This is an optimization exercise on Yosys and OpenROAD, whose aim is small area, a short achievable clock period and few clock cycles, not a production implementation. In this exercise RTL edits were held to simulation tests only and were not proved equivalent to the original. Power figures rest on the tool's default switching activity, not on a simulated workload.

==> lagoon <==
// conv_acc
module conv_acc(
    input         clk,
    input         rst_n,
    input         in_valid,
    input  [31:0] in_data,
    output        in_ready,
    output        out_valid,
    output [19:0] out_data
);
clock: 9.0 ns
lec_check: 0
abc_area: 1
cap_margin: 20
core_margin: 2
core_utilization: 65
cts_cluster_diameter: 100
cts_cluster_size: 24
place_density: 0.72
slew_margin: 20
synth_hierarchical: 1
synth_minimum_keep_size: 0
standard.sh (not shown) runs the stock make flow with config.mk's settings and CLKGATE_MAP_FILE= SYNTH_SCRIPT=/design/flow/synth_recipe.tcl, a recipe that flattens the netlist after the stock synthesis.
==> flow/flow/run.sh <==
#!/bin/bash
set -euo pipefail
export SETUP_SLACK_MARGIN=6.0
bash standard.sh > standard.log 2>&1
==> ember: changes against lagoon <==
--- a/flow/design.v
+++ b/flow/design.v
@@ -12,34 +12,33 @@
 localparam M_W = 2'd0, M_ING = 2'd1, M_FL = 2'd2;
 reg       started;   
 reg       wph;       
 reg [1:0] phase;
 reg [4:0] col;
 reg [4:0] row;
-reg [5:0] rot;       
+reg [4:0] rot;
 reg       fl;        
 reg [4:0] fpos;
 reg       rdy;       
 reg       canr;      
 wire take = in_valid & canr;
 wire adv  = take | (fl & ~started);
-function [27:0] nxt;
+function [26:0] nxt;
     input       v;
     input       started;
     input       wph;
     input [1:0] phase;
     input [4:0] col;
     input [4:0] row;
-    input [5:0] rot;
+    input [4:0] rot;
     input       fl;
     input [4:0] fpos;
     input       canr;
     reg st_n, wph_n, fl_n;
     reg [1:0] phase_n;
-    reg [4:0] col_n, row_n, fpos_n;
-    reg [5:0] rot_n;
+    reg [4:0] col_n, row_n, rot_n, fpos_n;
     reg t, a;
     begin
         t = v & canr;
         a = t | (fl & ~started);
         st_n    = started;
         wph_n   = wph;
@@ -47,15 +46,15 @@
         col_n   = col;
         row_n   = row;
         rot_n   = rot;
         fl_n    = fl;
         fpos_n  = fpos;
         if (a)
-            rot_n = 6'd0;
+            rot_n = 5'd0;
         else if (started)
-            rot_n = (rot == 6'd57) ? 6'd0 : rot + 6'd1;
+            rot_n = (rot == 5'd27) ? 5'd0 : rot + 5'd1;
         if (a && fl) begin
             fpos_n = fpos + 5'd1;
             if (fpos == 5'd28) fl_n = 1'b0;
         end
         if (t) begin
             st_n    = 1'b1;
@@ -77,62 +76,58 @@
                     fl_n   = 1'b1;
                     fpos_n = 5'd0;
                 end
             end
         end
         nxt = {st_n, wph_n, phase_n, col_n, row_n, rot_n, fl_n, fpos_n,
-               (~st_n | (rot_n == 6'd0)) & ((phase_n == 2'd3) | (wph_n & (col_n == 5'd8))),
-               ~st_n | (rot_n == 6'd0)};
+               (~st_n | (rot_n == 5'd0)) & ((phase_n == 2'd3) | (wph_n & (col_n == 5'd8))),
+               ~st_n | (rot_n == 5'd0)};
     end
 endfunction
-wire [27:0] nx1 = nxt(1'b1, started, wph, phase, col, row, rot, fl, fpos, canr);
-wire [27:0] nx0 = nxt(1'b0, started, wph, phase, col, row, rot, fl, fpos, canr);
-wire [27:0] nx  = in_valid ? nx1 : nx0;
+wire [26:0] nx1 = nxt(1'b1, started, wph, phase, col, row, rot, fl, fpos, canr);
+wire [26:0] nx0 = nxt(1'b0, started, wph, phase, col, row, rot, fl, fpos, canr);
+wire [26:0] nx  = in_valid ? nx1 : nx0;
 always @(posedge clk or negedge rst_n) begin
     if (!rst_n) begin
-        {started, wph, phase, col, row, rot, fl, fpos, rdy, canr} <= {1'b0, 1'b1, 25'd0, 1'b1};
+        {started, wph, phase, col, row, rot, fl, fpos, rdy, canr} <= {1'b0, 1'b1, 24'd0, 1'b1};
     end else begin
         {started, wph, phase, col, row, rot, fl, fpos, rdy, canr} <= nx;
     end
 end
 assign in_ready = rdy;
 wire [7:0] byte_in = in_data[8*phase +: 8];
 reg  [7:0] ry [0:27];
 reg  [7:0] rx [0:27];
-reg  [7:0] t1, t2;
+reg  [7:0] t1;
 integer q;
 always @(posedge clk) begin
-    ry[0] <= adv ? byte_in : t2;
-    rx[0] <= ry[27];
+    ry[0] <= adv ? byte_in : ry[27];
+    rx[0] <= adv ? ry[27]  : rx[27];
     for (q = 1; q < 28; q = q + 1) begin
         ry[q] <= ry[q-1];
         rx[q] <= rx[q-1];
     end
     t1 <= rx[27];
-    t2 <= t1;
 end
-reg top1, bot1, cm2_1, ov1, wl1;
+reg v1, top1, bot1, cm2_1, ov1, wl1;
 wire pix = take & ~wph;         
 always @(posedge clk or negedge rst_n) begin
     if (!rst_n) begin
+        v1  <= 1'b0;
         ov1 <= 1'b0;
         wl1 <= 1'b0;
     end else begin
+        v1  <= adv;
         ov1 <= adv & (fl | (pix & ((col != 5'd0) ? (row >= 5'd1) : (row >= 5'd2))));
         wl1 <= pix & (row == 5'd0) & (col == 5'd20);
     end
 end
-wire [2:0] fl_now = {~fl & (row <= 5'd1), fl,
-                     fl ? (fpos == 5'd0 || fpos == 5'd28) : (col == 5'd0)};
-reg  [2:0] h1, h2;
 always @(posedge clk) begin
-    if (adv) begin
-        h1 <= fl_now;
-        h2 <= h1;
-    end
-    {top1, bot1, cm2_1} <= adv ? fl_now : (rot == 6'd56) ? h2 : h1;
+    top1  <= ~fl & (row <= 5'd1);
+    bot1  <= fl;
+    cm2_1 <= fl ? (fpos == 5'd0 || fpos == 5'd28) : (col == 5'd0);
 end
 function [11:0] dig;
     input [7:0] k;
     integer m;
     begin
         for (m = 0; m < 4; m = m + 1) begin
@@ -154,31 +149,36 @@
         k5 <= dig(ry[23]);
         k4 <= dig(ry[22]);
         k8 <= dig(ry[21]);
     end
 end
 reg [9:0] p3_0, p3_1, p3_2;      
-reg [7:0] tm, bm;                
+reg [7:0] t2, b2;                
 reg en2, mr1;
-reg ov2;
+reg v2, ov2;
 always @(posedge clk) begin
     p3_0 <= top1 ? 10'd0 : {2'b0, t1} + {1'b0, t1, 1'b0};
     p3_1 <= {2'b0, rx[0]} + {1'b0, rx[0], 1'b0};
     p3_2 <= bot1 ? 10'd0 : {2'b0, ry[0]} + {1'b0, ry[0], 1'b0};
-    tm  <= top1 ? 8'd0 : t1;
-    bm  <= bot1 ? 8'd0 : ry[0];
+    t2  <= top1 ? 8'd0 : t1;
+    b2  <= bot1 ? 8'd0 : ry[0];
     en2 <= ~cm2_1;
     mr1 <= cm2_1;
 end
 always @(posedge clk or negedge rst_n) begin
-    if (!rst_n) ov2 <= 1'b0;
-    else        ov2 <= ov1;
+    if (!rst_n) begin
+        v2 <= 1'b0;
+        ov2 <= 1'b0;
+    end else begin
+        v2  <= v1;
+        ov2 <= ov1;
+    end
 end
-wire [7:0] px0 = tm;        
+wire [7:0] px0 = t2;        
 wire [7:0] px1 = rx[1];     
-wire [7:0] px2 = bm;        
+wire [7:0] px2 = b2;        
 function [39:0] pp;    
     input [11:0] k;        
     input        en;
     input [7:0]  p;
     input [9:0]  p3;
     integer m;
@@ -200,14 +200,16 @@
 wire [39:0] pp_2_2 = pp(k8, en2, px2, p3_2);
 reg [3*W-1:0] r1;
 reg [4*W-1:0] r2;
 reg [4*W-1:0] o;
 wire [3*W-1:0] r1m = mr1 ? {(3*W){1'b0}} : r1;
 always @(posedge clk) begin
-    r1 <= n0;
-    r2 <= n1;
+    if (v2) begin
+        r1 <= n0;
+        r2 <= n1;
+    end
     o <= n2;
 end
 reg        ov3, ov4;
 reg [W-1:0] res;
 always @(posedge clk or negedge rst_n) begin
     if (!rst_n) begin
==> flow/flow/run.sh (replaced) <==
#!/bin/bash
set -euo pipefail
export SETUP_SLACK_MARGIN=5.8
bash standard.sh > standard.log 2>&1
- CTS_CLUSTER_SIZE: 24 -> 30
==> juniper: changes against lagoon <==
==> flow/flow/run.sh (replaced) <==
#!/bin/bash
set -euo pipefail
export SETUP_SLACK_MARGIN=5.8
bash standard.sh > standard.log 2>&1
==> qor.txt <==
Final net count = 3663
Diodes inserted = 0
Worst skew pair latency = 0.63 ns
P_comb = 10.1 mW
Status = timing/DRC/antenna clean
Wire length on met1 = 38.3 mm
Reg-to-reg endpoint = r1[27]
Post-synthesis compound-gate area fraction = 9.47%
Sw frac = 43.7%
Hold Path End = ry[5][1]
Sequential power share = 34.0%
Rows = 86
Dpl ws = 5.09 ns
Fin cells = 3980
Initial antenna violation count = 7
Largest net degree at the start of global routing = 69
# the run above: ember

==> qor.txt <==
Sw frac = 38.8%
Worst skew pair latency = 0.63 ns
Status = timing/DRC/antenna clean
Sequential power share = 40.6%
P_comb = 5.18 mW
Diodes inserted = 2
Initial antenna violation count = 5
Largest net degree at the start of global routing = 61
Final net count = 3692
# the run above: juniper

==> qor.txt <==
Rows = 85
Wire length on met1 = 40.2 mm
Fin cells = 4011
Status = timing/DRC/antenna clean
Final net count = 3740
Sw frac = 39.4%
Reg-to-reg endpoint = res[15]
Diodes inserted = 4
Hold Path End = rx[27][1]
Sequential power share = 39.5%
# the run above: lagoon

Testbench counts of lagoon, summed over its fixed seeds: cycles 19,296.
Testbench counts of ember, summed over its fixed seeds: cycles 19,296.
Testbench counts of juniper, summed over its fixed seeds: cycles 19,296.

[separate check: timing with driven ports]
How much do the figures lean on ideal ports? The routed layouts below were timed once more, with nothing changed but the port constraints. Step 1: set_driving_cell puts a clkbuf_16 on clk and a buf_2 on each other input, an assumption about the parent block. Step 2 also shifts input and output timing later by t, the mid clock arrival at the registers, as if the neighbouring blocks saw the same clock. Slacks: ideal / step 1 / step 2; pairs: ideal / step 1.
| run | shift t [ns] | setup WS [ns] | hold WS [ns] |
|---|---|---|---|
| lagoon | 0.697 | 5.836 / 5.836 / 5.691 | 0.320 / 0.320 / 0.320 |
| ember | 0.681 | 5.730 / 5.730 / 5.638 | 0.333 / 0.333 / 0.333 |
| juniper | 0.673 | 5.756 / 5.756 / 5.335 | 0.328 / 0.328 / 0.328 |
After both steps every run listed still meets setup and hold. The setup slack of juniper, which loses most, moves by 0.000 ns with the drivers and by -0.421 ns with both steps.
